From an optimization exercise on the open Yosys and OpenROAD flow, aimed at small area; shortcuts taken in it are not production practice. The RTL was checked by simulation tests, not by an equivalence proof against the original design. Power and IR drop assume default switching activity.

## quartz
==> flow/design.v (excerpt) <==
module ticket_booking_system (
    input clk,
    input rst,
    input book,
    input cancel,
    input check,
    input [3:0] seat_type,
    input [4:0] travel_date,
    output reg [7:0] price,
    output reg [7:0] seats_left,
    output reg booking_success,
    output reg cancel_success,
    output reg availability_status
);
==> flow/config.mk <==
export PLATFORM = sky130hd
export DESIGN_NAME = ticket_booking_system
export DESIGN_NICKNAME = ticket_booking_system
export VERILOG_FILES = /design/flow/design.v
export SDC_FILE = /design/flow/constraint.sdc
export NUM_CORES = 4
export LEC_CHECK = 0
export CAP_MARGIN = 20
export CORE_MARGIN = 2
export CORE_UTILIZATION = 55
export CTS_BUF_LIST = sky130_fd_sc_hd__clkbuf_4 sky130_fd_sc_hd__clkbuf_8
export CTS_CLUSTER_DIAMETER = 50
export CTS_CLUSTER_SIZE = 12
export PLACE_DENSITY = 0.7
export SLEW_MARGIN = 20
export SYNTH_HIERARCHICAL = 1
export SYNTH_MINIMUM_KEEP_SIZE = 0
==> flow/constraint.sdc <==
create_clock -name core_clock -period 8.0 [get_ports {clk}]
set_input_delay 1.6000 -clock core_clock [delete_from_list [all_inputs] [get_ports {clk}]]
set_output_delay 1.6000 -clock core_clock [all_outputs]
set_load 0.01 [all_outputs]
standard.sh (not shown) runs the stock make flow with config.mk's settings and CLKGATE_MAP_FILE= SYNTH_SCRIPT=/design/flow/synth_recipe.tcl, a recipe that flattens the netlist after the stock synthesis.
==> flow/flow/run.sh <==
#!/bin/bash
# The standard layout (the standard.sh: ORFS synthesis to final layout),
# with one change: the port buffers that global placement inserts are the
# platform's smallest buffer instead of the one buffer_ports picks by itself.
set -euo pipefail
export BUFFER_PORTS_ARGS="-buffer_cell sky130_fd_sc_hd__buf_1"
bash standard.sh > standard.log 2>&1
### quartz -> willow
- swapping sky130_fd_sc_hd__clkbuf_4 sky130_fd_sc_hd__clkbuf_8 for sky130_fd_sc_hd__clkbuf_16 in CTS_BUF_LIST
- swapping 12 for 30 in CTS_CLUSTER_SIZE
- swapping 50 for 70 in CTS_CLUSTER_DIAMETER
==> flow/run.sh (new file) <==
#!/bin/bash
# synth_recipe.tcl (not shown) runs the flow's synth.tcl, then flattens the netlist and writes it again
# the make line also repeats each setting of config.mk as NAME=value (left out here)
make -C /OpenROAD-flow-scripts/flow DESIGN_CONFIG=/design/flow/config.mk WORK_HOME=/design/flow/orfs CLKGATE_MAP_FILE= SYNTH_SCRIPT=/design/flow/synth_recipe.tcl finish
removed: flow/flow/run.sh
removed: flow/standard.sh
### Flow results
Higher combinational share of power among quartz and willow: willow
willow against quartz: detail-routed net length per standard cell climbed 0.25 µm, part of the power in the clock network dropped 1.2 points, met2 global-route usage barely changed, total of buffers placed on input and output ports barely changed, worst slew margin relative to its limit climbed 3.2 points.
Changes in garnet relative to willow:
- a change of CTS_CLUSTER_DIAMETER from 70 to 50
- a change of CTS_BUF_LIST from sky130_fd_sc_hd__clkbuf_16 to sky130_fd_sc_hd__clkbuf_8
- a change of CTS_CLUSTER_SIZE from 30 to 18
==> flow/flow/run.sh (new file) <==
#!/bin/bash
# The standard layout (the standard.sh: ORFS synthesis to final layout),
# with one change: the port buffers that global placement inserts are the
# platform's smallest buffer instead of the one buffer_ports picks by itself.
set -euo pipefail
export BUFFER_PORTS_ARGS="-buffer_cell sky130_fd_sc_hd__buf_1"
bash standard.sh > standard.log 2>&1
==> flow/standard.sh (new file) <==
#!/bin/bash
# synth_recipe.tcl (not shown) runs the flow's synth.tcl, then flattens the netlist and writes it again
# the make line also repeats each setting of config.mk as NAME=value (left out here)
make -C /OpenROAD-flow-scripts/flow DESIGN_CONFIG=/design/flow/config.mk WORK_HOME=/design/flow/orfs CLKGATE_MAP_FILE= SYNTH_SCRIPT=/design/flow/synth_recipe.tcl "${@:-finish}"
removed: flow/run.sh
==> comparison <==
garnet gives less share of the clock period used by the worst path after layout than willow did. Compared with willow, garnet shows combinational power that has gone down by more than 10%. Clock latency reported for the late side of the worst-skew pair up 30 ps in garnet wrt willow. On worst hold slack: garnet sits below willow. | number of synthesized flops with an enable pin | garnet vs willow | ≈ equal |. Register fraction of the total cell area in garnet vs willow: up 0.47 points. Against willow, cell area in garnet fell slightly. Compared willow against garnet; clock power within noise. willow ended up with met5 as its highest metal layer used by the detailed router; garnet ended up with met4. Going from willow to garnet, number of cells in the finished layout apart from fillers grows by 29.
The following lists how sierra was set up differently from garnet:
- CTS_BUF_LIST: sky130_fd_sc_hd__clkbuf_8 -> sky130_fd_sc_hd__clkbuf_4
- CTS_CLUSTER_SIZE: 18 -> 10
Notes after the runs:
sierra — clock skew 29 ps higher, garnet as reference. Via count of the first global-routing pass | sierra above garnet. sierra vs. garnet: share of the cycle needed by the critical path after routing shrank by 2.3 points; wire length of the first global-routing pass did not really move; average vias per placed instance has remained practically unchanged; detailed-route wire length per cell neither gained nor lost much; buffer share of cell area neither gained nor lost much. sierra: proportion of power drawn by flip-flops and latches is 5.1 points higher than what garnet reported. Having completed the whole flow, sierra delivered a layout that passed the timing, DRC and antenna checks. Diff garnet..sierra | routed wire length | negligible. Total DRC errors in the routed layout essentially unchanged between sierra and garnet.

== build 40 ==
Starting RTL as in the previous note.
clock: 8.0 ns
lec_check: 0
cap_margin: 20
core_margin: 2
core_utilization: 55
cts_buf_list: sky130_fd_sc_hd__clkbuf_4
cts_cluster_diameter: 40
cts_cluster_size: 10
place_density: 0.7
slew_margin: 20
synth_hierarchical: 1
synth_minimum_keep_size: 0
==> flow/flow/run.sh <==
#!/bin/bash
# The standard layout (the standard.sh: ORFS synthesis to final layout),
# with one change: the port buffers that global placement inserts are the
# platform's smallest buffer instead of the one buffer_ports picks by itself.
set -euo pipefail
export BUFFER_PORTS_ARGS="-buffer_cell sky130_fd_sc_hd__buf_1"
bash standard.sh > standard.log 2>&1
diff inputs: build 40 => build 80
diff --git a/flow/config.mk b/flow/config.mk
--- a/flow/config.mk
+++ b/flow/config.mk
@@ -10 +10 @@
-export CORE_UTILIZATION = 55
+export CORE_UTILIZATION = 65
@@ -12 +12 @@
-export CTS_CLUSTER_DIAMETER = 40
+export CTS_CLUSTER_DIAMETER = 50
@@ -14 +14 @@
-export PLACE_DENSITY = 0.7
+export PLACE_DENSITY = 0.75
--- outcome ---
- Build 80 vs build 40, slew at the pin closest to its max-slew limit went up by 23 ps.
- Build 80 vs build 40 — met3 routing resource usage after global routing rose 0.22 points.
- Taking build 40 as the reference point, the share of power burned in the clock network of build 80 falls by 3.3 points.
Input changes introduced in build 2 (baseline for comparison: build 80):
==> flow/run.sh (new file) <==
#!/bin/bash
# synth_recipe.tcl (not shown) runs the flow's synth.tcl, then flattens the netlist and writes it again
# the make line also repeats each setting of config.mk as NAME=value (left out here)
make -C /OpenROAD-flow-scripts/flow DESIGN_CONFIG=/design/flow/config.mk WORK_HOME=/design/flow/orfs CLKGATE_MAP_FILE= SYNTH_SCRIPT=/design/flow/synth_recipe.tcl finish
diff --git a/flow/config.mk b/flow/config.mk
--- a/flow/config.mk
+++ b/flow/config.mk
@@ -10,5 +10,5 @@
-export CORE_UTILIZATION = 65
-export CTS_BUF_LIST = sky130_fd_sc_hd__clkbuf_4
-export CTS_CLUSTER_DIAMETER = 50
-export CTS_CLUSTER_SIZE = 10
-export PLACE_DENSITY = 0.75
+export CORE_UTILIZATION = 55
+export CTS_BUF_LIST = sky130_fd_sc_hd__clkbuf_16
+export CTS_CLUSTER_DIAMETER = 80
+export CTS_CLUSTER_SIZE = 24
+export PLACE_DENSITY = 0.7
removed: flow/flow/run.sh
removed: flow/standard.sh
==> comparison <==
Build 2 vs build 80 — wire length rose 0.86%.
Per the comparison of build 2 with build 80, placer's final routability congestion estimate shows an increase of 0.011, biggest cell delay along the critical path shows a reduction of 30 ps.
Re worst-case setup margin in the final layout: build 80 was higher than build 2.
Diff build 80 -> build 2 | number of placed instances, taps included | up by a few percent
Build 2 — horizontal die dimension about 8% higher, build 80 as reference
The inputs of build 85 differ from those of build 2 as listed below.
==> flow/flow/run.sh (new file) <==
#!/bin/bash
# The standard layout (the standard.sh: ORFS synthesis to final layout),
# with one change: the port buffers that global placement inserts are the
# platform's smallest buffer instead of the one buffer_ports picks by itself.
set -euo pipefail
export BUFFER_PORTS_ARGS="-buffer_cell sky130_fd_sc_hd__buf_1"
bash standard.sh > standard.log 2>&1
==> flow/standard.sh (new file) <==
#!/bin/bash
# synth_recipe.tcl (not shown) runs the flow's synth.tcl, then flattens the netlist and writes it again
# the make line also repeats each setting of config.mk as NAME=value (left out here)
make -C /OpenROAD-flow-scripts/flow DESIGN_CONFIG=/design/flow/config.mk WORK_HOME=/design/flow/orfs CLKGATE_MAP_FILE= SYNTH_SCRIPT=/design/flow/synth_recipe.tcl "${@:-finish}"
diff --git a/flow/config.mk b/flow/config.mk
--- a/flow/config.mk
+++ b/flow/config.mk
@@ -10,5 +10,5 @@
-export CORE_UTILIZATION = 55
-export CTS_BUF_LIST = sky130_fd_sc_hd__clkbuf_16
-export CTS_CLUSTER_DIAMETER = 80
-export CTS_CLUSTER_SIZE = 24
-export PLACE_DENSITY = 0.7
+export CORE_UTILIZATION = 70
+export CTS_BUF_LIST = sky130_fd_sc_hd__clkbuf_4
+export CTS_CLUSTER_DIAMETER = 50
+export CTS_CLUSTER_SIZE = 10
+export PLACE_DENSITY = 0.8
removed: flow/run.sh
Results
- Sort build 2 and build 85 by critical path depth, ascending, and build 85 comes first.
- Sort build 2 and build 85 by clock group share of total power desc -> top: build 2
- Total power of build 85 is lower than that of build 2.
- Master of the slowest instance on the critical path = sky130_fd_sc_hd__clkdlybuf4s50_1: build 2; master of the slowest instance on the critical path = sky130_fd_sc_hd__or4_1: build 85
- When the final numbers for build 2 and build 85 were put side by side, the critical path arrival turned out to be greater in build 2.

ticket_booking_system again, from the RTL that the note above started with.
// ticket_booking_system
module ticket_booking_system (
    input clk,
    input rst,
    input book,
    input cancel,
    input check,
    input [3:0] seat_type,
    input [4:0] travel_date,
    output reg [7:0] price,
    output reg [7:0] seats_left,
    output reg booking_success,
    output reg cancel_success,
    output reg availability_status
);
    reg         busy;
    reg [1:0]   pulse_count;
    reg         valid;              
    reg [335:0] mem;                
    wire busy_d, bs_d, cs_d, av_d;
    wire [1:0] pc_d;
    wire [7:1] price_d;
    wire [3:0] sl_d;
    wire valid_d, wpinv;
    wire [7:0] blkv_n, wrb_n;
    wire [5:0] pos_n, wpos_n;
    wire [6:0] nv, raw;
    wire wr;
    reg        wp;                  
    reg [2:0]  wblk, wpos;
    reg [6:0]  nvr;
    tbk_glue g (
        .book(book), .cancel(cancel), .check(check),
        .seat_type(seat_type), .travel_date(travel_date),
        .busy(busy), .pc(pulse_count), .bs(booking_success), .cs(cancel_success),
        .av(availability_status), .price(price[7:1]), .sl(seats_left[3:0]), .valid(valid),
        .raw(raw),
  ...
==> flow/config.mk <==
export PLATFORM = sky130hd
export DESIGN_NAME = ticket_booking_system
export DESIGN_NICKNAME = ticket_booking_system
export VERILOG_FILES = /design/flow/design.v
export SDC_FILE = /design/flow/constraint.sdc
export NUM_CORES = 4
export LEC_CHECK = 0
export CAP_MARGIN = 20
export CORE_MARGIN = 2
export CORE_UTILIZATION = 55
export CTS_BUF_LIST = sky130_fd_sc_hd__clkbuf_4
export CTS_CLUSTER_DIAMETER = 40
export CTS_CLUSTER_SIZE = 8
export PLACE_DENSITY = 0.7
export SLEW_MARGIN = 20
export SYNTH_HIERARCHICAL = 1
export SYNTH_MINIMUM_KEEP_SIZE = 0
==> flow/constraint.sdc <==
create_clock -name core_clock -period 8.0 [get_ports {clk}]
set_input_delay 1.6000 -clock core_clock [delete_from_list [all_inputs] [get_ports {clk}]]
set_output_delay 1.6000 -clock core_clock [all_outputs]
set_load 0.01 [all_outputs]
==> flow/flow/run.sh <==
#!/bin/bash
# The standard layout (the standard.sh: ORFS synthesis to final layout),
# with one change: the port buffers that global placement inserts are the
# platform's smallest buffer instead of the one buffer_ports picks by itself.
set -euo pipefail
export BUFFER_PORTS_ARGS="-buffer_cell sky130_fd_sc_hd__buf_1"
bash standard.sh > standard.log 2>&1
Change:
Settings changed: CAP_MARGIN 20 to 5, CTS_BUF_LIST sky130_fd_sc_hd__clkbuf_4 to sky130_fd_sc_hd__clkbuf_16, CTS_CLUSTER_DIAMETER 40 to 80, CTS_CLUSTER_SIZE 8 to 24, SLEW_MARGIN 20 to 5.
The changed run passed the timing, DRC and antenna checks.
Sequential power stays flat.
Die area stays the same.
Design area is lower by 0.59%.
Routed wire length is lower by 1.3%.
Synthesized area stays the same.
Hold slack stays flat.
Change:
Settings changed: CAP_MARGIN 5 to 20, SLEW_MARGIN 5 to 20.
After rerunning: Flip-flop and latch count stays the same. Fmax is unchanged. Die area does not change. Cell area does not change. Count of clock-buffer cells in the layout does not change. Critical path depth stays the same. Clock skew stays the same. Cell count does not change.

Another version of the RTL of ticket_booking_system (not shown whole).
Size: ~1200 cells after synthesis, roughly 350 flip-flops, about 33 I/O pins, roughly 13000 µm² of cells after synthesis.
Settings: LEC_CHECK=0, CAP_MARGIN=20, CORE_MARGIN=2, CORE_UTILIZATION=55, CTS_BUF_LIST=sky130_fd_sc_hd__clkbuf_16, CTS_CLUSTER_DIAMETER=80, CTS_CLUSTER_SIZE=24, PLACE_DENSITY=0.7, SLEW_MARGIN=20, SYNTH_HIERARCHICAL=1, SYNTH_MINIMUM_KEEP_SIZE=0; clock period 8.0 ns.
run.sh (not shown) runs the stock make flow with config.mk's settings and CLKGATE_MAP_FILE= SYNTH_SCRIPT=/design/flow/synth_recipe.tcl, a recipe that flattens the netlist after the stock synthesis.
Stock flow here: none of the scripts above is used.
The starting point finished with timing, DRC and antenna clean.
Rerun with:
==> flow/flow/run.sh (new file) <==
#!/bin/bash
# The standard layout (the standard.sh: ORFS synthesis to final layout),
# with one change: the port buffers that global placement inserts are the
# platform's smallest buffer instead of the one buffer_ports picks by itself.
set -euo pipefail
export BUFFER_PORTS_ARGS="-buffer_cell sky130_fd_sc_hd__buf_1"
bash standard.sh > standard.log 2>&1
==> flow/standard.sh (new file) <==
#!/bin/bash
# synth_recipe.tcl (not shown) runs the flow's synth.tcl, then flattens the netlist and writes it again
# the make line also repeats each setting of config.mk as NAME=value (left out here)
make -C /OpenROAD-flow-scripts/flow DESIGN_CONFIG=/design/flow/config.mk WORK_HOME=/design/flow/orfs CLKGATE_MAP_FILE= SYNTH_SCRIPT=/design/flow/synth_recipe.tcl "${@:-finish}"
CTS_BUF_LIST = sky130_fd_sc_hd__clkbuf_4   (was sky130_fd_sc_hd__clkbuf_16)
CTS_CLUSTER_DIAMETER = 50   (was 80)
CTS_CLUSTER_SIZE = 10   (was 24)
removed: flow/run.sh
Non-clock buffer count rose by 44.
Register-to-register slack is worse by 180 ps.
Maximum frequency rose by about 3%.
Routed wire length rose by 1.4%.
Clock skew hardly moves.
Design area stays flat.
Via count rose by 2.6%.
Rerun with:
==> flow/run.sh (new file) <==
#!/bin/bash
# synth_recipe.tcl (not shown) runs the flow's synth.tcl, then flattens the netlist and writes it again
# the make line also repeats each setting of config.mk as NAME=value (left out here)
make -C /OpenROAD-flow-scripts/flow DESIGN_CONFIG=/design/flow/config.mk WORK_HOME=/design/flow/orfs CLKGATE_MAP_FILE= SYNTH_SCRIPT=/design/flow/synth_recipe.tcl finish
CTS_BUF_LIST = sky130_fd_sc_hd__clkbuf_16   (was sky130_fd_sc_hd__clkbuf_4)
CTS_CLUSTER_DIAMETER = 80   (was 50)
CTS_CLUSTER_SIZE = 24   (was 10)
GPL_TIMING_DRIVEN = 0   (was default)
removed: flow/flow/run.sh
removed: flow/standard.sh
Outcome: Cell count is lower by 5.3%; die area stays the same; wire length is lower by 8.8%; sequential share of layout area decreases by 0.24 points; core utilization goes up by 0.30 points; clock power climbs by 15%.

-- separate check: timing with driven ports --
Ports are ideal in the flow. The routed layouts listed here were re-timed in OpenROAD.
Step 1, drivers: a clkbuf_16 drives clk and a buf_2 each remaining input, both assumed.
Step 2 also shifts input and output timing later by t, the mid clock arrival at the registers, as if the neighbouring blocks saw the same clock.
a / b / c = ideal / step 1 / step 2; a / b = the first two.
| run | shift t [ns] | setup slack, ns | worst register clock-pin slew, ns |
|---|---|---|---|
| quartz | 0.592 | 1.482 / 1.503 / 0.911 | 0.08 / 0.08 |
| willow | 0.568 | 1.037 / 1.057 / 0.489 | 0.11 / 0.11 |
| garnet | 0.591 | 1.484 / 1.505 / 0.914 | 0.10 / 0.10 |
| sierra | 0.716 | 1.672 / 1.690 / 0.973 | 0.12 / 0.12 |
| build 40 | 0.732 | 1.701 / 1.718 / 0.986 | 0.12 / 0.12 |
| build 80 | 0.718 | 1.624 / 1.646 / 0.928 | 0.12 / 0.12 |
| build 2 | 0.564 | 1.091 / 1.110 / 0.546 | 0.10 / 0.10 |
| build 85 | 0.718 | 1.517 / 1.536 / 0.818 | 0.12 / 0.12 |
| the first run of note 3 | 0.742 | 1.675 / 1.693 / 0.951 | 0.11 / 0.11 |
| the second run of note 3 | 0.566 | 1.512 / 1.536 / 0.970 | 0.10 / 0.10 |
| the third run of note 3 | 0.566 | 1.512 / 1.536 / 0.970 | 0.10 / 0.10 |
| the first run of note 4 | 0.567 | 0.717 / 0.725 / 0.159 | 0.10 / 0.10 |
| the second run of note 4 | 0.719 | 0.934 / 0.952 / 0.233 | 0.12 / 0.12 |
| the third run of note 4 | 0.561 | 0.467 / 0.468 / -0.093 | 0.10 / 0.10 |
Met with ideal ports but missed after step 2: setup timing in the third run of note 4. For the first run of note 3, which loses most, drivers alone change the setup slack by +0.018 ns; drivers and shift together by -0.724 ns.
